Background: an optimization exercise with open tools, aiming at small area. Do not read the settings as production practice. The RTL was checked by simulation tests, not by an equivalence proof against the original design. No activity file was given, so power comes from the tool's default toggle rates.

==> design.v <==
`timescale 1ns / 1ps
module averaging(
    input clk,
    input rst,
    input en,
    input take_average,
    input [9:0] waveform,
    output [9:0] averaged_waveform
    );
    reg [11:0] cnt1;
    reg [21:0] sum;
    reg [9:0] avg_reg;
    reg [6:0] rem_hi;
    reg pending;
    wire done = &{cnt1[11:7], cnt1[5], cnt1[0]};
    wire acc = take_average & ~done;
    wire start = en & ~acc & ~pending;
    wire [16:0] num = pending ? {rem_hi, avg_reg[4:0], sum[4:0]} : sum[21:5];
    wire [4:0] q;
    wire [12:0] w5, w4, w3, w2, w1, w0;
    wire [12:0] dv = {1'b0, cnt1};
    wire [12:0] r4, r3, r2, r1, r0;
    vm_divstep #(13) s4(.t(num[16:4]), .d(dv), .q(q[4]), .r(r4));
    vm_divstep #(13) s3(.t({r4[11:0], num[3]}), .d(dv), .q(q[3]), .r(r3));
    vm_divstep #(13) s2(.t({r3[11:0], num[2]}), .d(dv), .q(q[2]), .r(r2));
    vm_divstep #(13) s1(.t({r2[11:0], num[1]}), .d(dv), .q(q[1]), .r(r1));
    vm_divstep #(13) s0(.t({r1[11:0], num[0]}), .d(dv), .q(q[0]), .r(r0));
    assign averaged_waveform = pending ? {avg_reg[9:5], q} : avg_reg;
    wire [21:0] sum_next;
    wire c10;
    vm_add #(10) add_lo(.a(sum[9:0]), .b(waveform), .ci(1'b0), .s(sum_next[9:0]), .co(c10));
    vm_inc #(12) add_hi(.a(sum[21:10]), .ci(c10), .s(sum_next[21:10]));
    wire [11:0] cnt1_next;
    vm_inc #(12) inc(.a(cnt1), .ci(1'b1), .s(cnt1_next));
    always @(posedge clk) begin
        rem_hi <= r0[11:5];
        if (rst) begin
            sum <= 22'd0;
            cnt1 <= 12'd1;
            avg_reg <= 10'd0;
            pending <= 1'b0;
        end else begin
            pending <= start;
            if (en & acc) begin
                sum <= sum_next;
                cnt1 <= cnt1_next;
            end
            if (start)
                avg_reg <= {q, r0[4:0]};
            else if (pending)
                avg_reg[4:0] <= q;
        end
    end
endmodule
`timescale 1ns / 1ps
module LED_calibrate(
    input clk,
    input rst,
    input en_20k,
    input en_5Hz,
    input sw4,
    input btnC,
    input [9:0] wave,
    output reg [9:0] new_threshold,
    output reg [9:0] interval
    );
    reg [9:0] base;
    reg [4:0] LEDs_needed;
    reg [9:0] difference;
    wire [9:0] average;
    averaging averaged(clk, rst, en_20k, sw4, wave, average);
    wire [9:0] q;
    wire [4:0] r9, r8, r7, r6, r5, r4, r3, r2, r1, r0;
    vm_divstep #(5) d9(.t({4'd0, difference[9]}), .d(LEDs_needed), .q(q[9]), .r(r9));
    vm_divstep #(5) d8(.t({r9[3:0], difference[8]}), .d(LEDs_needed), .q(q[8]), .r(r8));
    vm_divstep #(5) d7(.t({r8[3:0], difference[7]}), .d(LEDs_needed), .q(q[7]), .r(r7));
    vm_divstep #(5) d6(.t({r7[3:0], difference[6]}), .d(LEDs_needed), .q(q[6]), .r(r6));
    vm_divstep #(5) d5(.t({r6[3:0], difference[5]}), .d(LEDs_needed), .q(q[5]), .r(r5));
    vm_divstep #(5) d4(.t({r5[3:0], difference[4]}), .d(LEDs_needed), .q(q[4]), .r(r4));
    vm_divstep #(5) d3(.t({r4[3:0], difference[3]}), .d(LEDs_needed), .q(q[3]), .r(r3));
    vm_divstep #(5) d2(.t({r3[3:0], difference[2]}), .d(LEDs_needed), .q(q[2]), .r(r2));
    vm_divstep #(5) d1(.t({r2[3:0], difference[1]}), .d(LEDs_needed), .q(q[1]), .r(r1));
    vm_ge #(5) d0(.a({r1[3:0], difference[0]}), .b(LEDs_needed), .ge(q[0]));
    wire [9:0] ratio = q & {10{|LEDs_needed}};
    wire diff_small = (difference[9:4] == 6'd0);
    wire lt_n;
    vm_ge #(10) cmp(.a(wave), .b(average), .ge(lt_n));
    wire lt = ~lt_n;
    wire [9:0] base_sw;
    wire unused_co;
    vm_add #(10) add(.a(wave), .b(average & {10{lt}}), .ci(1'b0), .s(base_sw), .co(unused_co));
    always @(posedge clk) begin
        if (rst) begin
            base <= 10'd575;
            new_threshold <= 10'd575;
            difference <= 10'd0;
            LEDs_needed <= 5'd0;
            interval <= 10'd28;
        end else if (en_5Hz) begin
            if (sw4)
                base <= base_sw;
            else if (btnC)
                base <= 10'd575;
            new_threshold <= base;
            difference <= ~new_threshold;
            LEDs_needed <= diff_small ? {1'b0, difference[3:0]} : 5'd16;
            if (btnC)
                interval <= ratio;
            else if (sw4)
                interval <= diff_small ? 10'd1 : ratio;
        end
    end
endmodule
`timescale 1ns / 1ps
module volume_indicator(
    input clk,
    input rst,
    input en_20k,
    input en_5Hz,
    input sw4,
    input btnC,
    input [9:0] wave,
    output [15:0] LED,
    output [9:0] base,
    output [9:0] interval
    );
    reg [3:0] level;
    LED_calibrate calibrate(clk, rst, en_20k, en_5Hz, sw4, btnC, wave, base, interval);
    wire [9:0] e;
    wire above;
    wire [9:0] nb = ~base;
    vm_add #(10) ge_(.a(wave), .b(nb), .ci(1'b0), .s(e), .co(above));
    wire wrap;
    wire [9:0] unused_s;
    vm_add #(10) top(.a(base), .b(interval), .ci(1'b0), .s(unused_s), .co(wrap));
    wire [3:0] q;
    wire [6:0] r3;
    wire [7:0] r2;
    wire [8:0] r1;
    wire q3g, q2g, q1g;
    vm_sub #(7) q3s(.a(e[9:3]), .b(interval[6:0]), .d(r3), .ge(q3g));
    assign q[3] = q3g & (interval[9:7] == 3'd0);
    wire [6:0] m3 = q[3] ? r3 : e[9:3];
    vm_sub #(8) q2s(.a({m3, e[2]}), .b(interval[7:0]), .d(r2), .ge(q2g));
    assign q[2] = q2g & (interval[9:8] == 2'd0);
    wire [7:0] m2 = q[2] ? r2 : {m3, e[2]};
    vm_sub #(9) q1s(.a({m2, e[1]}), .b(interval[8:0]), .d(r1), .ge(q1g));
    assign q[1] = q1g & ~interval[9];
    wire [8:0] m1 = q[1] ? r1 : {m2, e[1]};
    vm_ge #(10) q0s(.a({m1, e[0]}), .b(interval), .ge(q[0]));
    wire [3:0] next_level = !above ? 4'd0 : wrap ? 4'd2 : (q == 4'd15) ? 4'd15 : q + 4'd1;
    always @(posedge clk) begin
        if (rst)
            level <= 4'd0;
        else if (en_5Hz)
            level <= next_level;
    end
    genvar i;
    generate
        for (i = 0; i < 16; i = i + 1) begin : bar
            assign LED[i] = (level >= ((i == 0) ? 1 : i));
        end
    endgenerate
endmodule
`timescale 1ns / 1ps
module volume_meter(
    input clk,
    input rst,
    input en_20k,
    input en_5hz,
    input sw4,
    input btnC,
    input [9:0] wave,
    output [15:0] led,
    output [9:0] threshold,
    output [9:0] interval
    );
    volume_indicator vi(
        .clk(clk), .rst(rst), .en_20k(en_20k), .en_5Hz(en_5hz),
        .sw4(sw4), .btnC(btnC), .wave(wave),
        .LED(led), .base(threshold), .interval(interval)
    );
endmodule
module vm_sub #(parameter W = 8) (
    input [W-1:0] a,
    input [W-1:0] b,
    output [W-1:0] d,
    output ge
    );
    wire [W:0] c;
    assign c[0] = 1'b1;
    genvar i;
    generate
        for (i = 0; i < W; i = i + 1) begin : bit_
            assign d[i] = a[i] ^ ~b[i] ^ c[i];
            assign c[i+1] = (a[i] & ~b[i]) | (c[i] & (a[i] | ~b[i]));
        end
    endgenerate
    assign ge = c[W];
endmodule
module vm_ge #(parameter W = 8) (
    input [W-1:0] a,
    input [W-1:0] b,
    output ge
    );
    wire [W:0] c;
    assign c[0] = 1'b1;
    genvar i;
    generate
        for (i = 0; i < W; i = i + 1) begin : bit_
            assign c[i+1] = (a[i] & ~b[i]) | (c[i] & (a[i] | ~b[i]));
        end
    endgenerate
    assign ge = c[W];
endmodule
module vm_add #(parameter W = 8) (
    input [W-1:0] a,
    input [W-1:0] b,
    input ci,
    output [W-1:0] s,
    output co
    );
    wire [W:0] c;
    assign c[0] = ci;
    genvar i;
    generate
        for (i = 0; i < W; i = i + 1) begin : bit_
            assign s[i] = a[i] ^ b[i] ^ c[i];
            assign c[i+1] = (a[i] & b[i]) | (c[i] & (a[i] | b[i]));
        end
    endgenerate
    assign co = c[W];
endmodule
module vm_inc #(parameter W = 8) (
    input [W-1:0] a,
    input ci,
    output [W-1:0] s
    );
    wire [W:0] c;
    assign c[0] = ci;
    genvar i;
    generate
        for (i = 0; i < W; i = i + 1) begin : bit_
            assign s[i] = a[i] ^ c[i];
            assign c[i+1] = a[i] & c[i];
        end
    endgenerate
endmodule
module vm_divstep #(parameter W = 8) (
    input [W-1:0] t,
    input [W-1:0] d,
    output q,
    output [W-1:0] r
    );
    wire [W-1:0] diff;
    vm_sub #(W) s(.a(t), .b(d), .d(diff), .ge(q));
    assign r = q ? diff : t;
endmodule
==> run.sh <==
#!/bin/bash
# synth_recipe.tcl (not shown) runs the flow's synth.tcl, then flattens the netlist and writes it again
# the make line also repeats each setting of config.mk as NAME=value (left out here)
make -C /OpenROAD-flow-scripts/flow DESIGN_CONFIG=/design/flow/config.mk WORK_HOME=/design/flow/orfs CLKGATE_MAP_FILE= SYNTH_SCRIPT=/design/flow/synth_recipe.tcl finish
==> config.mk <==
export PLATFORM = sky130hd
export DESIGN_NAME = volume_meter
export DESIGN_NICKNAME = volume_meter
export VERILOG_FILES = /design/flow/design.v
export SDC_FILE = /design/flow/constraint.sdc
export NUM_CORES = 4
export LEC_CHECK = 0
export ABC_AREA = 1
export CAP_MARGIN = 20
export CORE_MARGIN = 2
export CORE_UTILIZATION = 40
export SLEW_MARGIN = 20
==> constraint.sdc <==
create_clock -name core_clock -period 150.0 [get_ports {clk}]
set_input_delay 30.0000 -clock core_clock [delete_from_list [all_inputs] [get_ports {clk}]]
set_output_delay 30.0000 -clock core_clock [all_outputs]
set_load 0.01 [all_outputs]
==> impl_metrics.tcl, run 1 <==
set metrics [dict create \
    status "complete, no violations" \
    synth_edf_count 0 \
    wire_per_inst_um 15.06 \
    worstSetupEndpointType "flop" \
    synthCells 1241 \
    num_vias 8003 \
    synth_nets 1428 \
    cts_tree "built" \
    grt_pass1_wl_um 40050 \
    tns_ns 0 \
    yosys-top-cells-area "fa_1 (26%), dfxtp_1 (21%), nand2_1 (12%)" \
    max_freq_ghz 0.02269 \
    worst_ep_required_time_ns 150.22 \
    yosys_register_bits 101 \
    htreeDepth 3 \
    rr_worst_depth 121 \
    whs_path_depth 2 \
    grt_pass1_vias 7883 \
    overflow 0 \
    cp-start-kind "input pin" \
    path_max_fanout 14 \
    holdBufCountCts 0 \
    die-area_um2 25160 \
    tightest_slew_ns 0.7386 \
    cts_buffers 9 \
    arrival_ns 44.29 \
    rows 56 \
    r2r_end "vi.calibrate.base[9]$_SDFFE_PP1P_" \
    grtUsageTotal_pct 20.26 \
    ir_drop_v 0.00001011 \
    path_clk_slew_ns 0.08 \
    dieWidth_um 158.6 \
    drtIter0Drc 522 \
    antennaDiodeCount 0 \
    ant_nets 0 \
    synth_commonest_cells "nand2_1 (306), inv_1 (194), o21ai_0 (123), fa_1 (122), dfxtp_1 (101)" \
    hp-start "vi.calibrate.averaged.avg_reg[5]$_SDFFE_PP0P_" \
    hold_path_end "vi.calibrate.averaged.avg_reg[5]$_SDFFE_PP0P_" \
    syn_to_final_growth_pct 11.60 \
    cts_root_buf "clkbuf_16" \
    hold_ws_ns 0.4658 \
    cts_num_sinks 101 \
    grt_antenna_before_repair 0 \
    core_um2 23470 \
    crit_slowest_cell "clkdlybuf4s50_1" \
    drtPass1Iterations 5 \
    syn-cell-area_um2 9564 \
    synth_ff_type "dfxtp_1" \
    r2r_start "vi.calibrate.averaged.pending$_SDFF_PP0_" \
    largest_reg_flops 22 \
    setup.worst_path.start "wave[0]" \
    final.setup_skew_ns 0.007878 \
    viasPerCell 5.021 \
    largestRegisters "vi.calibrate.averaged.sum x22, vi.calibrate.averaged.cnt1 x12" \
    max_stage_delay_ns 0.50 \
    synth_cell_types 42 \
    maxCapViolCount 0 \
    slew_headroom_pct 50.69 \
    hold_viol 0 \
    clock_path_buffers 2 \
    initial_core_util_pct 40.75 \
    power.density_nw_per_um2 17.21 \
    cts_setup_buffers 0 \
    grt_max_degree 55 \
    synth.most_common_cell "nand2_1" \
    setup_viol 0 \
    rsz0062_at_grt "false" \
    yosysTopAreaCellShare_pct 25.54 \
    synth_area_per_cell_um2 7.707 \
    num_io_pins 52 \
    synthArstFlopShare_pct 0 \
    port_buffers 51 \
    final_area_um2 10670 \
    cts_resized 0 \
    slew_violations 0 \
    die_h_um 158.6 \
    reg2reg_slack_ns 118.96 \
    drive_gt1_share_pct 6.588 \
    crit_path_frequent_cell "fa_1" \
    worstSkewPairLatency_ns 0.36 \
    hpwl_um 18900 \
    crit_buf_inv 8 \
    fin_crit_sh_pct 29.38 \
    drcViolationCount 0 \
    gp_congestion 0.8586 \
    place_area_um2 10350 \
    synth_top_area_cell "fa_1" \
    regMostFlops "vi.calibrate.averaged.sum" \
    fin_nets 1457 \
    p_leak_uw 0.005009 \
    path_class "in2reg" \
    min_period_ns 44.07 \
    synth-warning-count 3 \
    synth-seq-area-share_pct 21.14 \
    min_path_type "reg2reg" \
    routed_wl_um 24000 \
    path_delay_family "adder cells" \
]
routing by layer:
| metal | routed length (um) | GRT usage (%) |
|---|---|---|
| met2 | 11260 | 34.47 |
| met5 | 0 | 0 |
| met3 | 1084 | 3.021 |
| met4 | 323 | 3.861 |
| met1 | 11330 | 27.53 |
cells in the final DEF, fill, tap and decap left out, drive strengths merged:
master and instances:
a211oi 1, a21oi 95, a31oi 6, buf 7, bufinv 1, clkbuf 9, clkdlybuf4s50 50, clkinv 5
dfxtp 101, fa 122, ha 49, inv 208, maj3 1, mux2i 10, nand2 323, nand3 68
nand4 2, nor2 36, nor3 1, nor4 2, o211a 1, o211ai 2, o21a 1, o21ai 137
o21ba 1, o21bai 1, o221a 1, o221ai 6, o22ai 13, or2 11, xor2 4
area by class of cell:
class	count	area (um^2)
Clock inverter	7	100.1
Tap cell	319	399.1
Sequential cell	101	2022
Clock buffer	9	225.2
Timing Repair Buffer	57	550.5
Inverter	207	777.0
Fill cell	2388	12800
Multi-Input combinational cell	894	6600
worst min-delay path: cells and delay by family, from the launching register on:
family	cells	cell delay, ns
compound gates	1	0.05
flops	1	0.31
simple gates	1	0.06
cells by family after synthesis:
| family | synth area share [%] |
|---|---|
| xor+xnor | 0.3663 |
| simple gates | 20.64 |
| mux | 1.047 |
| flops | 21.14 |
| fa+ha+maj | 32.05 |
| compound gates | 14.85 |
| buf+inv | 9.903 |
power by group:
group / internal (uW) / switching, uW
clock: 13.6 / 12.2
combinational: 48.0 / 75.5
sequential: 31.2 / 3.22
total: 92.7 / 90.9
how the worst max path moves through the flow:
stage / slack [ns] / end / cells past startpoint
floorplan: 107.69 / vi.level[3]$_SDFFE_PP0P_ / 54
global placement: 105.82 / vi.level[3]$_SDFFE_PP0P_ / 55
detailed placement: 105.65 / vi.level[3]$_SDFFE_PP0P_ / 55
CTS: 106.01 / vi.level[3]$_SDFFE_PP0P_ / 55
global route: 104.97 / vi.level[3]$_SDFFE_PP0P_ / 55
finish: 105.93 / vi.level[3]$_SDFFE_PP0P_ / 55
per-stage QoR:
stage | utilization, % | total power, uW | cells | setup WS, ns
CTS | 45.47 | 185.7 | 1594 | 106.01
finish | 45.47 | 183.6 | 1594 | 105.93
detailed placement | 44.09 | 159.2 | 1578 | 105.65
global placement | 44.09 | 156.6 | 1578 | 105.82
global route | 45.47 | 208.3 | 1594 | 104.97
floorplan | - | 132.1 | 1241 | 107.69
==> run 2: changes to the inputs <==
--- a/config.mk
+++ b/config.mk
@@ -9,4 +9,5 @@
 export CAP_MARGIN = 20
 export CORE_MARGIN = 2
 export CORE_UTILIZATION = 40
+export CTS_BUF_LIST = sky130_fd_sc_hd__clkbuf_8
 export SLEW_MARGIN = 20
==> run 2 against run 1 <==
  * Largest cell class unchanged
  * Register-to-register slack is essentially flat
  * Area after synthesis is the same
  * Wire length shrank 0.23%
  * Still clean on timing, DRC and antenna
  * Synthesized cell count is the same
  * Largest power group unchanged
  * Global-route usage shrank 0.080 points
  * Sequential cell count is the same
  * Maximum frequency is essentially flat
  * Die area is the same
  * Critical path depth is the same
==> impl_metrics.tcl, run 2 <==
set metrics [dict create \
    grt_pass1_vias 7866 \
    drtPass1Iterations 5 \
    crit_slowest_cell "clkdlybuf4s50_1" \
    yosysTopAreaCellShare_pct 25.54 \
    initial_core_util_pct 40.75 \
    path_max_fanout 14 \
    p_sw_share_pct 50.76 \
    synth.most_common_cell "nand2_1" \
    drcViolationCount 0 \
    synth_cell_types 42 \
    min_period_ns 44.03 \
    grt_antenna_before_repair 0 \
    setup_viol 0 \
    synthCells 1241 \
    path_class "in2reg" \
    synth_top_area_cell "fa_1" \
    synth-seq-area-share_pct 21.14 \
    final_common_cell "nand2_1" \
    min_path_type "reg2reg" \
    dp.cells 1578 \
    wire_per_inst_um 15.02 \
    crit_buf_inv 8 \
    hpwl_um 18900 \
    routed_wl_um 23940 \
    rows 56 \
    crit_path_frequent_cell "fa_1" \
    ir_drop_v 0.000009723 \
    dieWidth_um 158.6 \
    combinationalPowerShare_pct 69.5 \
    synth_edf_count 0 \
    switching_power_uw 90.19 \
    arrival_ns 44.30 \
    drive_gt1_share_pct 6.588 \
    instances_no_fill 1594 \
    viasPerCell 5.017 \
    setup_ws_ns 105.97 \
    cp-start-kind "input pin" \
    port_buffers 51 \
    slew_violations 0 \
    rsz0062_at_grt "false" \
    status "complete, no violations" \
    worstSkewPairLatency_ns 0.39 \
    p_int_uw 87.48 \
    largestRegisters "vi.calibrate.averaged.sum x22, vi.calibrate.averaged.cnt1 x12" \
    fin_crit_sh_pct 29.36 \
    die_h_um 158.6 \
    nFillCells 2404 \
    place_area_um2 10350 \
    grtUsageTotal_pct 20.17 \
    worstSetupEndpointType "flop" \
    final-seq-area_um2 2022 \
    regMostFlops "vi.calibrate.averaged.sum" \
    max_freq_ghz 0.02271 \
    cts_num_sinks 101 \
    most-common-layout-cells "nand2_1 (306), inv_1 (194), o21ai_0 (123)" \
    ant_nets 0 \
    gp_congestion 0.8586 \
    seq_power_share_pct 19.4 \
    synth_ff_type "dfxtp_1" \
    p_leak_uw 0.004963 \
    clock_path_buffers 2 \
    worst_ep_required_time_ns 150.26 \
    maxCapViolCount 0 \
    cts_tree "built" \
    cts_buffers 9 \
    tightest_slew_ns 0.7326 \
    path_delay_family "adder cells" \
    cts_root_buf "clkbuf_8" \
    fin_nets 1457 \
    cts_setup_buffers 0 \
    final_area_um2 10570 \
    hold_ws_ns 0.4717 \
    largest_reg_flops 22 \
    synth-warning-count 3 \
    final.setup_skew_ns 0.01129 \
    yosys_register_bits 101 \
    power.density_nw_per_um2 16.81 \
    grt_max_degree 55 \
    die-area_um2 25160 \
    max_stage_delay_ns 0.51 \
    synth_nets 1428 \
    path_clk_slew_ns 0.11 \
    cts_resized 0 \
    grt_pass1_wl_um 39930 \
    multiInputGateArea_um2 6600 \
    num_vias 7997 \
    clockPowerShare_pct 11.2 \
    yosys-top-cells-area "fa_1 (26%), dfxtp_1 (21%), nand2_1 (12%)" \
    core_um2 23470 \
    synth_commonest_cells "nand2_1 (306), inv_1 (194), o21ai_0 (123), fa_1 (122), dfxtp_1 (101)" \
    syn-cell-area_um2 9564 \
    synth_area_per_cell_um2 7.707 \
    tns_ns 0 \
    holdBufCountCts 0 \
    hold_viol 0 \
    dp_slack_ns 105.65 \
    syn_to_final_growth_pct 10.54 \
    htreeDepth 3 \
    slew_headroom_pct 51.09 \
    synthArstFlopShare_pct 0 \
    overflow 0 \
    drtIter0Drc 552 \
    antennaDiodeCount 0 \
    num_io_pins 52 \
]
==> run 2: metal layers <==
metal	vias up	share of wire, %	global-route usage, %
met2	158	47	34.32
met4	0	1.4	4.376
met5	-	0	0
li1	4009	-	-
met1	3803	48	27.38
met3	27	4.2	2.749
==> run 2: per-stage QoR <==
stage / utilization (%) / power [uW]
after floorplan: - / 132.1
after global routing: 45.04 / 202.1
after CTS: 45.04 / 179.6
after detailed placement: 44.09 / 159.2
after global placement: 44.09 / 156.6
final: 45.04 / 177.7
==> run 2: final timing paths <==
kind                                                 start  slack, ns                                             to  depth (start not counted)
max                                                wave[0]     105.97                       vi.level[3]$_SDFFE_PP0P_                         55
min          vi.calibrate.averaged.avg_reg[5]$_SDFFE_PP0P_       0.47  vi.calibrate.averaged.avg_reg[5]$_SDFFE_PP0P_                          2
max reg2reg       vi.calibrate.averaged.pending$_SDFF_PP0_     118.95              vi.calibrate.base[9]$_SDFFE_PP1P_                        121
min reg2reg  vi.calibrate.averaged.avg_reg[5]$_SDFFE_PP0P_       0.47  vi.calibrate.averaged.avg_reg[5]$_SDFFE_PP0P_                          2
==> run 2: worst reg2reg max path, delay by kind of cell (launching register included) <==
kind / cells / cell delay, ns
AND/OR/NAND/NOR: 22 / 2.80
flip-flops: 1 / 0.36
buffers and inverters: 22 / 2.34
adder cells (fa/ha/maj): 64 / 23.64
AO/OA/AOI/OAI: 11 / 1.30
multiplexers: 2 / 0.50
==> run 2: logic make-up after synthesis <==
| logic type | count (synthesis) | share of synthesized area (%) |
|---|---|---|
| AOI/OAI and AO/OA | 265 | 14.85 |
| xor gates and xnor gates | 4 | 0.3663 |
| adders and majority gates | 172 | 32.05 |
| buffers and inverters | 246 | 9.903 |
| DFF | 101 | 21.14 |
| muxes | 10 | 1.047 |
| and+or+nand+nor | 443 | 20.64 |
==> run 2: layout make-up <==
type	count	share of cell area, %
Multi-Input combinational cell	894	62.43
Tap cell	319	3.775
Inverter	207	7.349
Sequential cell	101	19.12
Clock inverter	7	0.9467
Timing Repair Buffer	57	5.207
Clock buffer	9	1.172
==> run 2: power groups by stage <==
stage	clock network [uW]	registers, uW	logic [uW]
2_1_floorplan	0	34.1	98.0
3_3_place_gp	0	35.0	122
3_5_place_dp	0	35.1	124
4_1_cts	20.5	34.4	125
5_1_grt	21.3	34.9	146
6_report	19.8	34.4	123
==> run 3: changes to the inputs <==
--- a/config.mk
+++ b/config.mk
@@ -5,9 +5,7 @@
 export SDC_FILE = /design/flow/constraint.sdc
 export NUM_CORES = 4
 export LEC_CHECK = 0
-export ABC_AREA = 1
 export CAP_MARGIN = 20
 export CORE_MARGIN = 2
 export CORE_UTILIZATION = 40
-export CTS_BUF_LIST = sky130_fd_sc_hd__clkbuf_8
 export SLEW_MARGIN = 20
==> run 3 against run 2 <==
  * Wire length is 0.25% lower
  * First-iteration DRC count is 24% lower
  * Clock-buffer cell count stayed put
  * Sequential power is 6.4% lower
  * Clock skew is 0.0016 ns higher
  * Combinational power is 39% lower
  * Largest cell class unchanged
  * Largest power group unchanged
==> impl_metrics.tcl, run 3 <==
set metrics [dict create \
    cts_root_buf "clkbuf_16" \
    worstSetupEndpointType "flop" \
    cp-start-kind "input pin" \
    regMostFlops "vi.calibrate.averaged.sum" \
    max_stage_delay_ns 0.75 \
    drive_gt1_share_pct 9.074 \
    hold_viol 0 \
    final_area_um2 10930 \
    cts_buffers 9 \
    core_um2 24180 \
    cts_resized 0 \
    synth_top_area_cell "fa_1" \
    synthArstFlopShare_pct 0 \
    arrival_ns 46.88 \
    min_period_ns 46.66 \
    rsz0062_at_grt "false" \
    worstSkewPairLatency_ns 0.37 \
    p_sw_share_pct 42.86 \
    totalPowerFinal_uw 132.2 \
    synth-warning-count 3 \
    dieWidth_um 160.7 \
    slew_headroom_pct 38.58 \
    setup_viol 0 \
    synthCells 1072 \
    r2r_start "vi.calibrate.averaged.pending$_SDFF_PP0_" \
    drcViolationCount 0 \
    grt_pass1_wl_um 40370 \
    grtUsageTotal_pct 19.40 \
    utilization_pct 45.19 \
    synth_ff_type "dfxtp_1" \
    fin_crit_sh_pct 31.11 \
    instances_no_fill 1426 \
    yosys-top-cells-area "fa_1 (25%), dfxtp_1 (21%), ha_1 (6.2%)" \
    die-area_um2 25810 \
    seq_power_share_pct 24.4 \
    synth_edf_count 0 \
    yosys_register_bits 101 \
    path_class "in2reg" \
    dp.cells 1410 \
    power.density_nw_per_um2 12.10 \
    initial_core_util_pct 40.61 \
    antennaDiodeCount 0 \
    routed_wl_um 23880 \
    clockPowerShare_pct 18.8 \
    final-seq-area_um2 2022 \
    tightest_slew_ns 0.9086 \
    synth_cell_types 77 \
    overflow 0 \
    r2r_end "vi.calibrate.base[9]$_SDFFE_PP1P_" \
    multiInputGateArea_um2 7189 \
    path_max_fanout 12 \
    maxCapViolCount 0 \
    syn_to_final_growth_pct 11.28 \
    ant_nets 0 \
    syn-cell-area_um2 9818 \
    gp_congestion 0.8018 \
    hpwl_um 18280 \
    rr_worst_depth 108 \
    cts_num_sinks 101 \
    drtPass1Iterations 5 \
    synth_commonest_cells "fa_1 (122), nand2_1 (122), inv_1 (109), dfxtp_1 (101), nor2_1 (90)" \
    grt_antenna_before_repair 0 \
    rows 57 \
    port_buffers 51 \
    worst_ep_required_time_ns 150.23 \
    place_area_um2 10620 \
    largestRegisters "vi.calibrate.averaged.sum x22, vi.calibrate.averaged.cnt1 x12" \
    htreeDepth 3 \
    grt_pass1_vias 7759 \
    grt_max_degree 80 \
    wire_per_inst_um 16.75 \
    largest_reg_flops 22 \
    combinationalPowerShare_pct 56.8 \
    p_int_uw 75.53 \
    viasPerCell 5.329 \
    drtIter0Drc 417 \
    die_h_um 160.7 \
    reg2reg_slack_ns 118.16 \
    clock_path_buffers 2 \
    max_freq_ghz 0.02143 \
    cts_tree "built" \
    p_leak_uw 0.004409 \
    slew_violations 0 \
    ir_drop_v 0.000009188 \
    final.setup_skew_ns 0.01285 \
    fin_nets 1284 \
    most-common-layout-cells "nand2_1 (122), fa_1 (122), inv_1 (109)" \
    cts_setup_buffers 0 \
    yosysTopAreaCellShare_pct 24.88 \
    synth-seq-area-share_pct 20.59 \
    endpoint "vi.level[3]$_SDFFE_PP0P_" \
    nFillCells 2356 \
    num_io_pins 52 \
    holdBufCountCts 0 \
    min_path_type "reg2reg" \
    synth_area_per_cell_um2 9.159 \
    num_vias 7599 \
    crit_path_frequent_cell "fa_1" \
    synth_nets 1259 \
    crit_slowest_cell "nor4b_1" \
    path_clk_slew_ns 0.08 \
    switching_power_uw 56.67 \
    status "complete, no violations" \
    setup.worst_path.start "wave[0]" \
    tns_ns 0 \
]
## run 3: per-stage QoR
| step | hold slack (ns) | worst slack (ns) |
|---|---|---|
| after floorplan | 0.4383 | 104.78 |
| after global placement | 0.4531 | 103.36 |
| after detailed placement | 0.4630 | 103.04 |
| after CTS | 0.4810 | 103.41 |
| after global routing | 0.4977 | 102.55 |
| final | 0.4762 | 103.34 |
## run 3: cell families after synthesis
kind of cell               after synthesis  share of synthesized area (%)
buffers and inverters                  160                          6.232
and+or+nand+nor                        303                          14.08
adders and majority gates              190                          33.11
muxes                                  104                          11.33
xor gates and xnor gates                 7                         0.6245
DFF                                    101                          20.59
AOI/OAI and AO/OA                      207                          14.03
## run 3: power groups by stage
| stage | combinational [uW] | sequential [uW] | clock [uW] |
|---|---|---|---|
| after floorplan | 59.1 | 31.7 | 0 |
| after global placement | 73.7 | 32.8 | 0 |
| after detailed placement | 75.8 | 32.8 | 0 |
| after CTS | 76.0 | 32.2 | 25.6 |
| after global routing | 86.8 | 32.6 | 26.7 |
| final | 75.1 | 32.2 | 24.9 |
## run 3: final cells by class
class / count / share of cell area, %
Tap cell: 324 / 3.710
Clock buffer: 9 / 2.061
Clock inverter: 7 / 0.7673
Inverter: 113 / 3.882
Timing Repair Buffer: 61 / 5.268
Sequential cell: 101 / 18.51
Multi-Input combinational cell: 811 / 65.80
## run 3: how the worst min path moves through the flow
stage                                               start                                          to  slack, ns  cells past startpoint
6_report       vi.calibrate.averaged.sum[20]$_SDFFE_PP0P_  vi.calibrate.averaged.sum[20]$_SDFFE_PP0P_       0.48                      2
5_1_grt        vi.calibrate.averaged.sum[20]$_SDFFE_PP0P_  vi.calibrate.averaged.sum[20]$_SDFFE_PP0P_       0.50                      2
4_1_cts        vi.calibrate.averaged.sum[11]$_SDFFE_PP0P_  vi.calibrate.averaged.sum[11]$_SDFFE_PP0P_       0.48                      2
3_5_place_dp            vi.calibrate.base[2]$_SDFFE_PP1P_  vi.calibrate.new_threshold[2]$_SDFFE_PP1P_       0.46                      2
3_3_place_gp            vi.calibrate.base[9]$_SDFFE_PP1P_  vi.calibrate.new_threshold[9]$_SDFFE_PP1P_       0.45                      2
2_1_floorplan           vi.calibrate.base[9]$_SDFFE_PP1P_  vi.calibrate.new_threshold[9]$_SDFFE_PP1P_       0.44                      2
## run 3: critical path: cells and delay by family
kind | cells | cell delay, ns
adders and majority gates | 33 | 12.07
and+or+nand+nor | 6 | 1.93
buffers and inverters | 7 | 1.21
muxes | 3 | 0.93
AOI/OAI and AO/OA | 4 | 0.73
## run 3: routing by layer
metal / wire length (um) / share of wire [%] / GRT usage [%] / vias to the layer above
met3: 822 / 3.4 / 3.254 / 22
met1: 11150 / 47 / 25.90 / 3734
li1: - / - / - / 3725
met5: 0 / 0 / 0 / -
met4: 295 / 1.2 / 3.767 / 0
met2: 11620 / 49 / 33.39 / 118
==> run 4: changes to the inputs <==
==> flow/run.sh (new file) <==
#!/bin/bash
# Standard layout, except that the combinational logic of the standard
# synthesis netlist is re-mapped with an area-oriented ABC script before
# floorplanning, and ports are buffered with the smallest buffer.
# Flip-flops (instances, names, cell types) are kept as synthesis made them.
set -euo pipefail
W=$PWD
R=$W/orfs/results/$FLOW_PLATFORM/volume_meter/base
bash standard.sh synth > $W/synth.log 2>&1
cp $R/1_2_yosys.v $W/standard_1_2_yosys.v
REMAP_LIB=$FLOW_HOME/platforms/$FLOW_PLATFORM/lib/sky130_fd_sc_hd__tt_025C_1v80.lib \
REMAP_IN=$W/standard_1_2_yosys.v REMAP_OUT=$W/remap_1_2_yosys.v \
REMAP_SCRIPT=$W/flow/remap.abc REMAP_TOP=$FLOW_TOP \
  yosys -c $W/flow/remap.tcl > $W/remap.log 2>&1
cp $W/remap_1_2_yosys.v $R/1_2_yosys.v
rm -f $R/1_synth.odb $R/1_synth.sdc
bash standard.sh "BUFFER_PORTS_ARGS=-buffer_cell sky130_fd_sc_hd__buf_1" finish > $W/layout.log 2>&1
==> flow/remap.abc (new file) <==
strash; ifraig; dc2; dch -f; amap -m; topo
==> flow/remap.tcl (new file) <==
# Re-map the combinational logic of the standard synthesis netlist with an
# area-oriented ABC script. Flip-flops stay as they are (same instances,
# names and cell types).
set lib $::env(REMAP_LIB)
set in $::env(REMAP_IN)
set out $::env(REMAP_OUT)
set script $::env(REMAP_SCRIPT)
yosys read_liberty -ignore_miss_func $lib
yosys read_verilog $in
yosys hierarchy -top $::env(REMAP_TOP)
# keep sequential and tie cells as black boxes
yosys blackbox sky130_fd_sc_hd__df* sky130_fd_sc_hd__edf* sky130_fd_sc_hd__sdf* sky130_fd_sc_hd__dl* sky130_fd_sc_hd__conb_1
yosys flatten
yosys opt_clean -purge
yosys abc -liberty $lib -script $script -dont_use *probe* -dont_use *lpflow* -dont_use *clkdly* -dont_use *dlygate* -dont_use *dlymetal* -dont_use *clkbuf* -dont_use *clkinv*
yosys opt_clean -purge
yosys hilomap -singleton -hicell sky130_fd_sc_hd__conb_1 HI -locell sky130_fd_sc_hd__conb_1 LO
yosys insbuf -buf sky130_fd_sc_hd__buf_1 A X
yosys splitnets
yosys opt_clean -purge
yosys tee -o $out.stat stat -liberty $lib
yosys write_verilog -noattr -nohex -nodec -noexpr $out
==> standard.sh (new file) <==
#!/bin/bash
# synth_recipe.tcl (not shown) runs the flow's synth.tcl, then flattens the netlist and writes it again
# the make line also repeats each setting of config.mk as NAME=value (left out here)
make -C /OpenROAD-flow-scripts/flow DESIGN_CONFIG=/design/flow/config.mk WORK_HOME=/design/flow/orfs CLKGATE_MAP_FILE= SYNTH_SCRIPT=/design/flow/synth_recipe.tcl "${@:-finish}"
--- a/config.mk
+++ b/config.mk
@@ -5,7 +5,9 @@
 export SDC_FILE = /design/flow/constraint.sdc
 export NUM_CORES = 4
 export LEC_CHECK = 0
+export ABC_AREA = 1
 export CAP_MARGIN = 20
 export CORE_MARGIN = 2
 export CORE_UTILIZATION = 40
+export CTS_BUF_LIST = sky130_fd_sc_hd__clkbuf_8
 export SLEW_MARGIN = 20
removed: run.sh
==> run 4 against run 3 <==
  * Worst hold slack worse by 0.011 ns
  * Sequential share of layout area is 3.3 points higher
  * Largest power group unchanged
  * Clock skew fell by 0.0016 ns
  * Clock-buffer cell count unchanged
  * Still clean
  * Cell count grew 25%
  * Synthesized cell count grew 35%
  * Combinational power decreased by 26%
  * Critical path depth is 17 higher
  * Non-clock buffer count increased by 1
  * Design area shrank 15%
==> impl_metrics.tcl, run 4 <==
set metrics [dict create \
    path_max_fanout 11 \
    min_period_ns 40.86 \
    path_clk_slew_ns 0.10 \
    overflow 0 \
    cts_num_sinks 101 \
    die_h_um 150.3 \
    grt_pass1_vias 8726 \
    hpwl_um 20110 \
    ir_drop_v 0.000004730 \
    grt_antenna_before_repair 0 \
    holdBufCountCts 0 \
    path_class "in2reg" \
    utilization_pct 44.12 \
    cts_buffers 9 \
    final.setup_skew_ns 0.01126 \
    cp-start-kind "input pin" \
    drtPass1Iterations 5 \
    setup_viol 0 \
    dieWidth_um 150.3 \
    drcViolationCount 0 \
    viasPerCell 5.636 \
    drive_gt1_share_pct 1.924 \
    cts_setup_buffers 0 \
    rows 53 \
    die-area_um2 22590 \
    most-common-layout-cells "nor2_1 (370), a21oi_1 (175), inv_1 (158)" \
    port_buffers 51 \
    grt_max_degree 42 \
    synth_nets 1467 \
    synth-warning-count 3 \
    fin_nets 1518 \
    ant_nets 0 \
    arrival_ns 41.12 \
    final_common_cell "nor2_1" \
    cts_tree "built" \
    crit_slowest_cell "a221oi_1" \
    crit_path_frequent_cell "nor2_1" \
    gp_congestion 0.8735 \
    htreeDepth 3 \
    num_vias 10040 \
    hold_viol 0 \
    wire_per_inst_um 14.96 \
    max_freq_ghz 0.02448 \
    largest_reg_flops 22 \
    synthCells 1451 \
    slew_headroom_pct 40.43 \
    grtUsageTotal_pct 23.41 \
    tightest_slew_ns 0.8936 \
    fin_crit_sh_pct 27.24 \
    regMostFlops "vi.calibrate.averaged.sum" \
    cts_resized 0 \
    p_leak_uw 0.003632 \
    routed_wl_um 26660 \
    antennaDiodeCount 0 \
    maxCapViolCount 0 \
    clock_path_buffers 2 \
    syn_to_final_growth_pct 8.315 \
    drtIter0Drc 553 \
    core_um2 21020 \
    cts_root_buf "clkbuf_8" \
    worstSkewPairLatency_ns 0.39 \
    initial_core_util_pct 40.73 \
    largestRegisters "vi.calibrate.averaged.sum x22, vi.calibrate.averaged.cnt1 x12" \
    worstSetupEndpointType "flop" \
    grt_pass1_wl_um 42790 \
    slew_violations 0 \
    synth_area_per_cell_um2 5.901 \
    max_stage_delay_ns 0.78 \
    tns_ns 0 \
    syn-cell-area_um2 8562 \
    power.density_nw_per_um2 11.17 \
    rsz0062_at_grt "false" \
    status "complete, no violations" \
    num_io_pins 52 \
    worst_ep_required_time_ns 150.26 \
    min_path_type "reg2reg" \
]
[run 4: power by group]
group	switching, uW	internal (uW)	total, uW
Clock	10.8	6.14	16.9
Combinational	35.2	20.6	55.9
Sequential	1.67	29.1	30.7
[run 4: critical path, delay by kind of cell]
kind	cells	cell delay (ns)
compound gates	37	7.69
simple gates	25	2.31
buf+inv	8	1.05
[run 4: area by class of cell]
cell class,instances,area (um^2)
Inverter,158,593.1
Multi-Input combinational cell,1170,5867
Timing Repair Buffer,62,275.3
Fill cell,2293,11750
Sequential cell,101,2022
Clock inverter,7,48.80
Tap cell,275,344.1
Clock buffer,9,123.9
[run 4: worst paths after layout]
kind | from | end | slack (ns) | cells after the start
setup / recovery | wave[1] | vi.level[0]$_SDFFE_PP0P_ | 109.14 | 70
hold / removal | vi.calibrate.averaged.sum[21]$_SDFFE_PP0P_ | vi.calibrate.averaged.sum[21]$_SDFFE_PP0P_ | 0.46 | 1
setup reg to reg | vi.calibrate.averaged.pending$_SDFF_PP0_ | vi.calibrate.base[9]$_SDFFE_PP1P_ | 120.80 | 167
hold reg to reg | vi.calibrate.averaged.sum[21]$_SDFFE_PP0P_ | vi.calibrate.averaged.sum[21]$_SDFFE_PP0P_ | 0.46 | 1
[run 4: stage by stage]
stage	area (um^2)	instances	hold slack, ns	total power, uW	worst slack (ns)
6_report	9274	1782	0.4649	103.6	109.14
5_1_grt	9274	1782	0.4892	113.1	107.61
4_1_cts	9271	1782	0.4671	103.3	109.29
3_5_place_dp	9099	1766	0.4507	86.39	108.90
3_3_place_gp	9099	1766	0.4431	85.09	109.21
2_1_floorplan	8562	1451	0.4204	75.72	110.75
[run 4: per-layer routing]
metal	part of all wire [%]	vias up	wire length, um	track usage [%]
li1	-	5262	-	-
met1	46	4591	12150	29.07
met2	49	168	13090	42.73
met3	3.9	22	1034	3.455
met4	1.5	0	390	4.858
met5	0	-	0	0
==> run 5: changes to the inputs <==
--- a/flow/run.sh
+++ b/flow/run.sh
@@ -1,7 +1,8 @@
 #!/bin/bash
 # Standard layout, except that the combinational logic of the standard
 # synthesis netlist is re-mapped with an area-oriented ABC script before
-# floorplanning, and ports are buffered with the smallest buffer.
+# floorplanning (flow/remap.tcl, flow/remap.abc), and the make variables in
+# flow/extra_args (one per line) are added to the layout steps.
 # Flip-flops (instances, names, cell types) are kept as synthesis made them.
 set -euo pipefail
 W=$PWD
@@ -14,4 +15,8 @@
   yosys -c $W/flow/remap.tcl > $W/remap.log 2>&1
 cp $W/remap_1_2_yosys.v $R/1_2_yosys.v
 rm -f $R/1_synth.odb $R/1_synth.sdc
-bash standard.sh "BUFFER_PORTS_ARGS=-buffer_cell sky130_fd_sc_hd__buf_1" finish > $W/layout.log 2>&1
+extra=()
+if [[ -f $W/flow/extra_args ]]; then
+  while IFS= read -r line; do [[ -n $line ]] && extra+=("$line"); done < $W/flow/extra_args
+fi
+bash standard.sh "${extra[@]}" finish > $W/layout.log 2>&1
==> flow/extra_args (new file) <==
BUFFER_PORTS_ARGS=-buffer_cell sky130_fd_sc_hd__buf_1
CTS_ARGS=-sink_clustering_enable -repair_clock_nets -buf_list sky130_fd_sc_hd__clkbuf_8 -dont_use_dummy_load -sink_clustering_size 34 -sink_clustering_max_diameter 300
--- a/flow/remap.tcl
+++ b/flow/remap.tcl
@@ -11,6 +11,7 @@
 # keep sequential and tie cells as black boxes
 yosys blackbox sky130_fd_sc_hd__df* sky130_fd_sc_hd__edf* sky130_fd_sc_hd__sdf* sky130_fd_sc_hd__dl* sky130_fd_sc_hd__conb_1
 yosys flatten
+yosys rename -hide w:_*_.*
 yosys opt_clean -purge
 yosys abc -liberty $lib -script $script -dont_use *probe* -dont_use *lpflow* -dont_use *clkdly* -dont_use *dlygate* -dont_use *dlymetal* -dont_use *clkbuf* -dont_use *clkinv*
 yosys opt_clean -purge
--- a/config.mk
+++ b/config.mk
@@ -10,4 +10,5 @@
 export CORE_MARGIN = 2
 export CORE_UTILIZATION = 40
 export CTS_BUF_LIST = sky130_fd_sc_hd__clkbuf_8
+export GPL_TIMING_DRIVEN = 0
 export SLEW_MARGIN = 20
==> run 5 against run 4 <==
  * First-iteration DRC count decreased by 7.8%
  * Still clean
  * Synthesized cell count shrank 1.4%
  * Clock-buffer cell count did not move
  * Sequential cell count did not move
  * Largest cell class unchanged
  * Non-clock buffer count fell by 3
  * Critical path depth fell by 1
  * Largest power group unchanged
==> impl_metrics.tcl, run 5 <==
set metrics [dict create \
    status "complete, no violations" \
    grt_pass1_vias 8646 \
    synthCells 1431 \
    fin_nets 1515 \
    cts_root_buf "clkbuf_8" \
    hold_viol 0 \
    tns_ns 0 \
    syn_to_final_growth_pct 8.639 \
    setup_viol 0 \
    final_area_um2 9220 \
    fin_crit_sh_pct 27.20 \
    path_class "in2reg" \
    num_io_pins 52 \
    gp_congestion 0.8689 \
    power.density_nw_per_um2 11.03 \
    most-common-layout-cells "nor2_1 (370), a21oi_1 (175), inv_1 (158)" \
    hpwl_um 19700 \
    die-area_um2 22400 \
    setup_ws_ns 109.20 \
    viasPerCell 5.600 \
    path_clk_slew_ns 0.12 \
    p_leak_uw 0.003591 \
    worstSetupEndpointType "flop" \
    syn-cell-area_um2 8487 \
    synth-warning-count 3 \
    min_path_type "reg2reg" \
    worst_ep_required_time_ns 150.23 \
    synth_nets 1447 \
    seq_power_share_pct 30.3 \
    cts_setup_buffers 0 \
    arrival_ns 41.02 \
    clock_path_buffers 2 \
    cts_buffers 9 \
    min_period_ns 40.80 \
    slew_headroom_pct 30.15 \
    port_buffers 51 \
    overflow 0 \
    hold_ws_ns 0.4603 \
    cp-start-kind "input pin" \
    antennaDiodeCount 0 \
    drcViolationCount 0 \
    crit_slowest_cell "o221ai_1" \
    clockPowerShare_pct 14.6 \
    tightest_slew_ns 1.045 \
    num_vias 9924 \
    largest_reg_flops 22 \
    combinationalPowerShare_pct 55.1 \
    crit_path_frequent_cell "nor2_1" \
    drtIter0Drc 510 \
    initial_core_util_pct 40.50 \
    grtUsageTotal_pct 23.31 \
    grt_pass1_wl_um 42500 \
    drtPass1Iterations 5 \
    final.setup_skew_ns 0.03165 \
    die_h_um 149.7 \
    maxCapViolCount 0 \
    core_um2 20960 \
    totalPowerFinal_uw 101.7 \
    place_area_um2 9084 \
    rsz0062_at_grt "false" \
    final_common_cell "nor2_1" \
    path_max_fanout 11 \
    grt_antenna_before_repair 0 \
    ant_nets 0 \
    rows 53 \
    grt_max_degree 34 \
    htreeDepth 3 \
    max_freq_ghz 0.02451 \
    dp_slack_ns 108.27 \
    worstSkewPairLatency_ns 0.41 \
    synth_area_per_cell_um2 5.931 \
    dieWidth_um 149.7 \
    holdBufCountCts 0 \
    cts_resized 0 \
    largestRegisters "vi.calibrate.averaged.sum x22, vi.calibrate.averaged.cnt1 x12" \
    p_int_uw 55.29 \
    routed_wl_um 26040 \
    slew_violations 0 \
    p_sw_share_pct 45.63 \
    cts_num_sinks 101 \
    ir_drop_v 0.000005121 \
    max_stage_delay_ns 0.68 \
    wire_per_inst_um 14.69 \
    drive_gt1_share_pct 1.269 \
    switching_power_uw 46.40 \
    cts_tree "built" \
    regMostFlops "vi.calibrate.averaged.sum" \
]
-- run 5: per-layer routing --
metal  routed length [um]  GRT usage, %  share of wire, %  vias to the layer above
li1                     -             -                 -                     5267
met1                12120         30.53                47                     4412
met2                12280         40.02                47                      212
met3                 1142         3.750               4.4                       33
met4                  497         5.849               1.9                        0
met5                    0             0                 0                        -
-- run 5: worst max-delay path, delay by kind of cell --
family / cells / cell delay, ns
AND/OR/NAND/NOR: 24 / 2.41
AO/OA/AOI/OAI: 37 / 7.62
buffers and inverters: 8 / 1.03
-- run 5: cell type report --
class	instances	area [um^2]
clock buffers	9	123.9
repair buffers	57	251.5
well taps	275	344.1
multi-input cells	1170	5878
fillers	2283	11740
flip-flops and latches	101	2022
inverters	158	593.1
plain buffers	2	7.507
-- run 5: per-stage QoR --
step,std cells,utilization [%]
finish,1772,44.00
floorplan,1431,-
global placement,1757,43.06
detailed placement,1761,43.35
global route,1772,44.00
CTS,1770,43.94
-- run 5: power by group through the flow --
stage               clock network (uW)  logic, uW  registers, uW
detailed placement                   0       55.1           31.4
floorplan                            0       44.7           30.9
global placement                     0       53.4           31.4
global route                      16.1       64.5           31.1
CTS                               15.2       55.4           30.8
finish                            14.8       56.0           30.8
-- run 5: path summary, 6_finish.rpt --
| check | start | endpoint | slack, ns | cells past startpoint |
|---|---|---|---|---|
| max reg2reg | vi.calibrate.averaged.pending$_SDFF_PP0_ | vi.calibrate.base[9]$_SDFFE_PP1P_ | 119.30 | 160 |
| min reg2reg | vi.calibrate.base[3]$_SDFFE_PP1P_ | vi.calibrate.new_threshold[3]$_SDFFE_PP1P_ | 0.46 | 1 |
| max | wave[1] | vi.level[0]$_SDFFE_PP0P_ | 109.20 | 69 |
| min | vi.calibrate.base[3]$_SDFFE_PP1P_ | vi.calibrate.new_threshold[3]$_SDFFE_PP1P_ | 0.46 | 1 |
==> run 6: changes to the inputs <==
==> flow/extra_args (replaced) <==
BUFFER_PORTS_ARGS=-buffer_cell sky130_fd_sc_hd__buf_1
CTS_ARGS=-sink_clustering_enable -repair_clock_nets -buf_list sky130_fd_sc_hd__clkbuf_16 -dont_use_dummy_load -sink_clustering_size 51 -sink_clustering_max_diameter 300
==> run 6 against run 5 <==
  * Clock-buffer cell count unchanged
  * Via count increased by 0.16%
  * Cell count unchanged
==> impl_metrics.tcl, run 6 <==
set metrics [dict create \
    hold_ws_ns 0.4612 \
    hold_viol 0 \
    max_freq_ghz 0.02451 \
    path_max_fanout 11 \
    initial_core_util_pct 40.50 \
    crit_slowest_cell "o221ai_1" \
    status "complete, no violations" \
    drcViolationCount 0 \
    fin_nets 1515 \
    cts_tree "built" \
    power.density_nw_per_um2 11.53 \
    worstSkewPairLatency_ns 0.36 \
    max_stage_delay_ns 0.67 \
    tns_ns 0 \
    rows 53 \
    arrival_ns 40.99 \
    largest_reg_flops 22 \
    synthCells 1431 \
    setup_viol 0 \
    wire_per_inst_um 14.72 \
    syn-cell-area_um2 8487 \
    r2r_start "vi.calibrate.averaged.pending$_SDFF_PP0_" \
    synth_area_per_cell_um2 5.931 \
    grt_pass1_wl_um 42470 \
    drive_gt1_share_pct 1.269 \
    fin_crit_sh_pct 27.20 \
    utilization_pct 44.48 \
    routed_wl_um 26080 \
    die_h_um 149.7 \
    syn_to_final_growth_pct 9.833 \
    drtIter0Drc 522 \
    cts_num_sinks 101 \
    min_period_ns 40.80 \
    htreeDepth 3 \
    reg2reg_slack_ns 119.31 \
    cts_setup_buffers 0 \
    rsz0062_at_grt "false" \
    dp.cells 1761 \
    grtUsageTotal_pct 23.22 \
    grt_antenna_before_repair 0 \
    slew_violations 0 \
    whs_path_depth 1 \
    cts_buffers 9 \
    clock_path_buffers 2 \
    synth-warning-count 3 \
    cts_root_buf "clkbuf_16" \
    grt_pass1_vias 8662 \
    synth_nets 1447 \
    r2r_end "vi.calibrate.base[9]$_SDFFE_PP1P_" \
    min_path_type "reg2reg" \
    ant_nets 0 \
    most-common-layout-cells "nor2_1 (370), a21oi_1 (175), inv_1 (158)" \
    slew_headroom_pct 31.59 \
    viasPerCell 5.609 \
    cp-start-kind "input pin" \
    worstSetupEndpointType "flop" \
    hp-start "vi.calibrate.averaged.sum[21]$_SDFFE_PP0P_" \
    die-area_um2 22400 \
    num_vias 9940 \
    drtPass1Iterations 5 \
    crit_path_frequent_cell "nor2_1" \
    regMostFlops "vi.calibrate.averaged.sum" \
    cts_resized 0 \
    path_clk_slew_ns 0.07 \
    p_leak_uw 0.003638 \
    holdBufCountCts 0 \
    overflow 0 \
    grt_max_degree 34 \
    ir_drop_v 0.000005172 \
    gp_congestion 0.8689 \
    port_buffers 51 \
    core_um2 20960 \
    worst_ep_required_time_ns 150.19 \
    antennaDiodeCount 0 \
    num_io_pins 52 \
    final_common_cell "nor2_1" \
    final.setup_skew_ns 0.02064 \
    maxCapViolCount 0 \
    tightest_slew_ns 1.024 \
    dieWidth_um 149.7 \
    path_class "in2reg" \
    hold_path_end "vi.calibrate.averaged.sum[21]$_SDFFE_PP0P_" \
    hpwl_um 19700 \
    rr_worst_depth 160 \
    largestRegisters "vi.calibrate.averaged.sum x22, vi.calibrate.averaged.cnt1 x12" \
    instances_no_fill 1772 \
    setup.worst_path.start "wave[1]" \
]
## run 6: final cells by class
type	count	area [um^2]
Fill cell	2269	11630
Inverter	158	593.1
Multi-Input combinational cell	1170	5878
Clock buffer	9	225.2
Buffer	2	7.507
Sequential cell	101	2022
Timing Repair Buffer	57	251.5
Tap cell	275	344.1
## run 6: where the power goes
group	leakage [uW]	internal (uW)	total, uW	switching, uW
combinational	0.00270	20.8	56.0	35.2
clock	0.000111	10.6	20.6	10.0
sequential	0.000826	29.1	30.8	1.77
## run 6: worst max path at each step
stage	end	slack, ns	cells after the start
after detailed placement	vi.level[0]$_SDFFE_PP0P_	108.27	69
after global placement	vi.level[0]$_SDFFE_PP0P_	108.43	69
after global routing	vi.level[0]$_SDFFE_PP0P_	107.33	70
final	vi.level[0]$_SDFFE_PP0P_	109.20	69
after floorplan	vi.level[0]$_SDFFE_PP0P_	110.72	68
after CTS	vi.level[0]$_SDFFE_PP0P_	108.60	69
## run 6: worst max-delay path, delay by kind of cell
| family | cells | cell delay [ns] |
|---|---|---|
| buffers and inverters | 8 | 1.03 |
| AOI/OAI and AO/OA | 37 | 7.60 |
| and+or+nand+nor | 24 | 2.37 |
## run 6: stage by stage
| step | total power (uW) | setup slack [ns] | area (um^2) |
|---|---|---|---|
| after global routing | 117.5 | 107.33 | 9321 |
| after CTS | 107.3 | 108.60 | 9309 |
| after global placement | 84.78 | 108.43 | 9022 |
| final | 107.5 | 109.20 | 9321 |
| after floorplan | 75.59 | 110.72 | 8487 |
| after detailed placement | 86.58 | 108.27 | 9084 |
## run 6: per-layer routing
layer	up-vias	part of all wire [%]	track usage [%]
li1	5259	-	-
met3	26	4.0	3.476
met5	-	0	0
met2	200	47	40.11
met4	0	1.8	5.566
met1	4455	47	30.47
==> run 7: changes to the inputs <==
==> flow/extra_args (replaced) <==
BUFFER_PORTS_ARGS=-buffer_cell sky130_fd_sc_hd__buf_1
CTS_ARGS=-sink_clustering_enable -repair_clock_nets -root_buf sky130_fd_sc_hd__clkbuf_16 -buf_list sky130_fd_sc_hd__clkbuf_4 -dont_use_dummy_load
==> run 7 against run 6 <==
  * Worst hold slack is the same
  * Synthesized cell count did not move
  * Clock-buffer cell count unchanged
  * Via count stayed put
  * Setup slack unchanged
  * Total power unchanged
  * Combinational power about the same
  * Largest power group unchanged
  * First-iteration DRC count unchanged
  * Cell count stayed put
  * Area after synthesis is the same
  * Still clean
  * Design area unchanged
  * Wire length unchanged
==> impl_metrics.tcl, run 7 <==
set metrics [dict create \
    port_buffers 51 \
    drcViolationCount 0 \
    regMostFlops "vi.calibrate.averaged.sum" \
    ir_drop_v 0.000005172 \
    min_path_type "reg2reg" \
    synth_nets 1447 \
    most-common-layout-cells "nor2_1 (370), a21oi_1 (175), inv_1 (158)" \
    largest_reg_flops 22 \
    setup_viol 0 \
    max_freq_ghz 0.02451 \
    clock_path_buffers 2 \
    drive_gt1_share_pct 1.269 \
    arrival_ns 40.99 \
    fin_crit_sh_pct 27.20 \
    path_class "in2reg" \
    grt_pass1_wl_um 42470 \
    syn_to_final_growth_pct 9.833 \
    tightest_slew_ns 1.024 \
    die_h_um 149.7 \
    seq_power_share_pct 28.7 \
    grtUsageTotal_pct 23.22 \
    totalPowerFinal_uw 107.5 \
    cts_tree "built" \
    slew_headroom_pct 31.59 \
    cts_num_sinks 101 \
    rsz0062_at_grt "false" \
    viasPerCell 5.609 \
    p_sw_share_pct 43.69 \
    switching_power_uw 46.96 \
    path_max_fanout 11 \
    crit_slowest_cell "o221ai_1" \
    slew_violations 0 \
    synth_area_per_cell_um2 5.931 \
    dieWidth_um 149.7 \
    die-area_um2 22400 \
    overflow 0 \
    drtPass1Iterations 5 \
    status "complete, no violations" \
    worstSetupEndpointType "flop" \
    grt_max_degree 34 \
    final_common_cell "nor2_1" \
    combinationalPowerShare_pct 52.1 \
    dp.cells 1761 \
    wire_per_inst_um 14.72 \
    p_leak_uw 0.003638 \
    initial_core_util_pct 40.50 \
    gp_congestion 0.8689 \
    path_clk_slew_ns 0.07 \
    clockPowerShare_pct 19.2 \
    grt_pass1_vias 8662 \
    largestRegisters "vi.calibrate.averaged.sum x22, vi.calibrate.averaged.cnt1 x12" \
    synthCells 1431 \
    syn-cell-area_um2 8487 \
    cts_root_buf "clkbuf_16" \
    holdBufCountCts 0 \
    utilization_pct 44.48 \
    cp-start-kind "input pin" \
    hold_ws_ns 0.4612 \
    max_stage_delay_ns 0.67 \
    core_um2 20960 \
    worstSkewPairLatency_ns 0.36 \
    cts_resized 0 \
    crit_path_frequent_cell "nor2_1" \
    cts_setup_buffers 0 \
    maxCapViolCount 0 \
    htreeDepth 3 \
    grt_antenna_before_repair 0 \
    power.density_nw_per_um2 11.53 \
    tns_ns 0 \
    drtIter0Drc 522 \
    instances_no_fill 1772 \
    final.setup_skew_ns 0.02064 \
    num_vias 9940 \
    p_int_uw 60.52 \
    synth-warning-count 3 \
    routed_wl_um 26080 \
    ant_nets 0 \
    worst_ep_required_time_ns 150.19 \
    antennaDiodeCount 0 \
    fin_nets 1515 \
    cts_buffers 9 \
    min_period_ns 40.80 \
    num_io_pins 52 \
    rows 53 \
    hold_viol 0 \
    hpwl_um 19700 \
]
==> run 7: cell counts in the layout (fill, tap and decap cells not counted) <==
Identical to the previous run, type by type.
==> run 7: final cells by class <==
class	instances	area, um^2
Fill cell	2269	11630
Multi-Input combinational cell	1170	5878
Sequential cell	101	2022
Inverter	158	593.1
Tap cell	275	344.1
Timing Repair Buffer	57	251.5
Clock buffer	9	225.2
Buffer	2	7.507
==> run 7: worst max-delay path, delay by kind of cell <==
kind / cells / cell delay, ns
simple gates: 24 / 2.37
buf+inv: 8 / 1.03
compound gates: 37 / 7.60
==> run 7: power by group through the flow <==
stage | clock [uW] | combinational (uW) | sequential [uW]
final | 20.6 | 56.0 | 30.8
after global routing | 21.9 | 64.5 | 31.1
after CTS | 21.1 | 55.4 | 30.8
after detailed placement | 0 | 55.1 | 31.4
after global placement | 0 | 53.4 | 31.4
after floorplan | 0 | 44.7 | 30.9
==> run 7: per-layer routing <==
layer / vias up / global-route usage [%] / share of wire, %
li1: 5259 / - / -
met3: 26 / 3.476 / 4.0
met2: 200 / 40.11 / 47
met5: - / 0 / 0
met4: 0 / 5.566 / 1.8
met1: 4455 / 30.47 / 47
==> run 7: worst paths after layout <==
| check | slack, ns | to | cells past startpoint | from |
|---|---|---|---|---|
| min | 0.46 | vi.calibrate.averaged.sum[21]$_SDFFE_PP0P_ | 1 | vi.calibrate.averaged.sum[21]$_SDFFE_PP0P_ |
| max reg2reg | 119.31 | vi.calibrate.base[9]$_SDFFE_PP1P_ | 160 | vi.calibrate.averaged.pending$_SDFF_PP0_ |
| min reg2reg | 0.46 | vi.calibrate.averaged.sum[21]$_SDFFE_PP0P_ | 1 | vi.calibrate.averaged.sum[21]$_SDFFE_PP0P_ |
| max | 109.20 | vi.level[0]$_SDFFE_PP0P_ | 69 | wave[1] |
==> run 7: per-stage QoR <==
step,setup slack [ns],instance area [um^2]
6_report,109.20,9321
3_3_place_gp,108.43,9022
2_1_floorplan,110.72,8487
5_1_grt,107.33,9321
3_5_place_dp,108.27,9084
4_1_cts,108.60,9309
==> run 8: changes to the inputs <==
==> flow/extra_args (replaced) <==
BUFFER_PORTS_ARGS=-buffer_cell sky130_fd_sc_hd__buf_1
CTS_ARGS=-sink_clustering_enable -repair_clock_nets -buf_list sky130_fd_sc_hd__clkbuf_8 -dont_use_dummy_load
==> run 8 against run 7 <==
  * Clock-buffer cell count unchanged
  * Via count down 0.16%
  * Sequential share of layout area up 0.24 points
  * Maximum frequency about the same
  * Still clean on timing, DRC and antenna
  * Sequential cell count unchanged
  * Clock power down 28%
  * Clock skew up 0.011 ns
  * Register-to-register slack about the same
==> impl_metrics.tcl, run 8 <==
set metrics [dict create \
    status "complete, no violations" \
    met2WireLength_um 12280 \
    die-area_um2 22400 \
    regMostFlops "vi.calibrate.averaged.sum" \
    cts_tree "built" \
    crit_path_frequent_cell "nor2_1" \
    holdBufCountCts 0 \
    worst_ep_required_time_ns 150.23 \
    overflow 0 \
    synth_area_per_cell_um2 5.931 \
    power.density_nw_per_um2 11.03 \
    hold_viol 0 \
    final_common_cell "nor2_1" \
    grtUsageTotal_pct 23.31 \
    syn-cell-area_um2 8487 \
    crit_slowest_cell "o221ai_1" \
    port_buffers 51 \
    routed_wl_um 26040 \
    htreeDepth 3 \
    setup.worst_path.start "wave[1]" \
    rows 53 \
    viasPerCell 5.600 \
    largest_reg_flops 22 \
    wire_per_inst_um 14.69 \
    antennaDiodeCount 0 \
    reg2reg_slack_ns 119.30 \
    gp_congestion 0.8689 \
    tns_ns 0 \
    max_freq_ghz 0.02451 \
    wl_met1_um 12120 \
    synth_nets 1447 \
    slew_violations 0 \
    cts_num_sinks 101 \
    drtIter0Drc 510 \
    drcViolationCount 0 \
    max_stage_delay_ns 0.68 \
    instances_no_fill 1772 \
    cts_buffers 9 \
    hp-start "vi.calibrate.base[3]$_SDFFE_PP1P_" \
    ir_drop_v 0.000005121 \
    path_class "in2reg" \
    p_leak_uw 0.003591 \
    largestRegisters "vi.calibrate.averaged.sum x22, vi.calibrate.averaged.cnt1 x12" \
    grt_pass1_wl_um 42500 \
    path_max_fanout 11 \
    maxCapViolCount 0 \
    most-common-layout-cells "nor2_1 (370), a21oi_1 (175), inv_1 (158)" \
    dr_wl_met3_um 1142 \
    cts_setup_buffers 0 \
    synth-warning-count 3 \
    min_path_type "reg2reg" \
    num_io_pins 52 \
    worstSetupEndpointType "flop" \
    path_clk_slew_ns 0.12 \
    cp-start-kind "input pin" \
    cts_root_buf "clkbuf_8" \
    num_vias 9924 \
    clock_path_buffers 2 \
    die_h_um 149.7 \
    dp.cells 1761 \
    ant_nets 0 \
    dieWidth_um 149.7 \
    arrival_ns 41.02 \
    final.setup_skew_ns 0.03165 \
    fin_nets 1515 \
    drive_gt1_share_pct 1.269 \
    grt_antenna_before_repair 0 \
    syn_to_final_growth_pct 8.639 \
    r2r_start "vi.calibrate.averaged.pending$_SDFF_PP0_" \
    min_period_ns 40.80 \
    grt_max_degree 34 \
    initial_core_util_pct 40.50 \
    rsz0062_at_grt "false" \
    hpwl_um 19700 \
    worstSkewPairLatency_ns 0.41 \
    nFillCells 2283 \
    tightest_slew_ns 1.045 \
    synthCells 1431 \
    cts_resized 0 \
    setup_viol 0 \
    core_um2 20960 \
    slew_headroom_pct 30.15 \
    grt_pass1_vias 8646 \
    drtPass1Iterations 5 \
    top_layer_used "met4" \
    fin_crit_sh_pct 27.20 \
]
==> run 8: worst paths after layout <==
kind / end / depth (start not counted)
min reg2reg: vi.calibrate.new_threshold[3]$_SDFFE_PP1P_ / 1
min: vi.calibrate.new_threshold[3]$_SDFFE_PP1P_ / 1
max reg2reg: vi.calibrate.base[9]$_SDFFE_PP1P_ / 160
max: vi.level[0]$_SDFFE_PP0P_ / 69
==> run 8: per-stage QoR <==
step / cell area (um^2) / hold WS, ns / power (uW) / util (%) / worst slack (ns)
floorplan: 8487 / 0.4204 / 75.59 / - / 110.72
global placement: 9022 / 0.4417 / 84.78 / 43.06 / 108.43
detailed placement: 9084 / 0.4500 / 86.58 / 43.35 / 108.27
CTS: 9208 / 0.4650 / 101.4 / 43.94 / 108.65
global route: 9220 / 0.4802 / 111.7 / 44.00 / 107.38
finish: 9220 / 0.4603 / 101.7 / 44.00 / 109.20
==> run 8: routing by layer <==
| metal | GRT usage, % | vias to the layer above |
|---|---|---|
| met5 | 0 | - |
| met4 | 5.849 | 0 |
| met3 | 3.750 | 33 |
| met2 | 40.02 | 212 |
| met1 | 30.53 | 4412 |
| li1 | - | 5267 |
==> run 8: cell type report <==
cell class	instances	area, um^2	area share [%]
inverter	158	593.1	6.432
buffer	2	7.507	0.08142
clock buffer	9	123.9	1.343
multi-input combinational	1170	5878	63.75
tap	275	344.1	3.732
timing repair buffer	57	251.5	2.728
sequential	101	2022	21.93
==> run 8: report_power, final <==
part           switching (uW)  internal [uW]
logic                    35.2           20.8
registers                1.77           29.1
clock network            9.40           5.42
total                    46.4           55.3
==> run 8: worst max-delay path, delay by kind of cell <==
kind | cells | cell delay, ns
AO/OA/AOI/OAI | 37 | 7.62
buffers and inverters | 8 | 1.03
AND/OR/NAND/NOR | 24 | 2.41

port drivers added, routing unchanged:
Ports are ideal in the flow. The routed layouts listed here were re-timed in OpenROAD.
Step 1 sets driving cells, clkbuf_16 on the clock port and buf_2 on the other inputs (assumed; they add their load-dependent delay and slew).
Step 2 moves the port delays by t, midway between the first and last clock arrival at a register: inputs arrive t later, outputs are due t later. That takes back most of the time a late clock gives input paths.
Three values: no drivers, after step 1, after step 2; two values: the first two.
run	shift t [ns]	slack for setup (ns)	slew at the worst register clock pin (ns)
run 1	0.400	105.933 / 105.948 / 105.548	0.08 / 0.08
run 2	0.426	105.966 / 105.976 / 105.550	0.12 / 0.12
run 3	0.407	103.342 / 103.349 / 102.942	0.09 / 0.09
run 4	0.432	109.142 / 109.147 / 108.715	0.11 / 0.11
run 5	0.436	109.203 / 109.206 / 108.770	0.12 / 0.12
run 6	0.402	109.198 / 109.206 / 108.804	0.08 / 0.08
run 7	0.402	109.198 / 109.206 / 108.804	0.08 / 0.08
run 8	0.436	109.203 / 109.206 / 108.770	0.12 / 0.12
After both steps setup and hold are still met in every run listed.
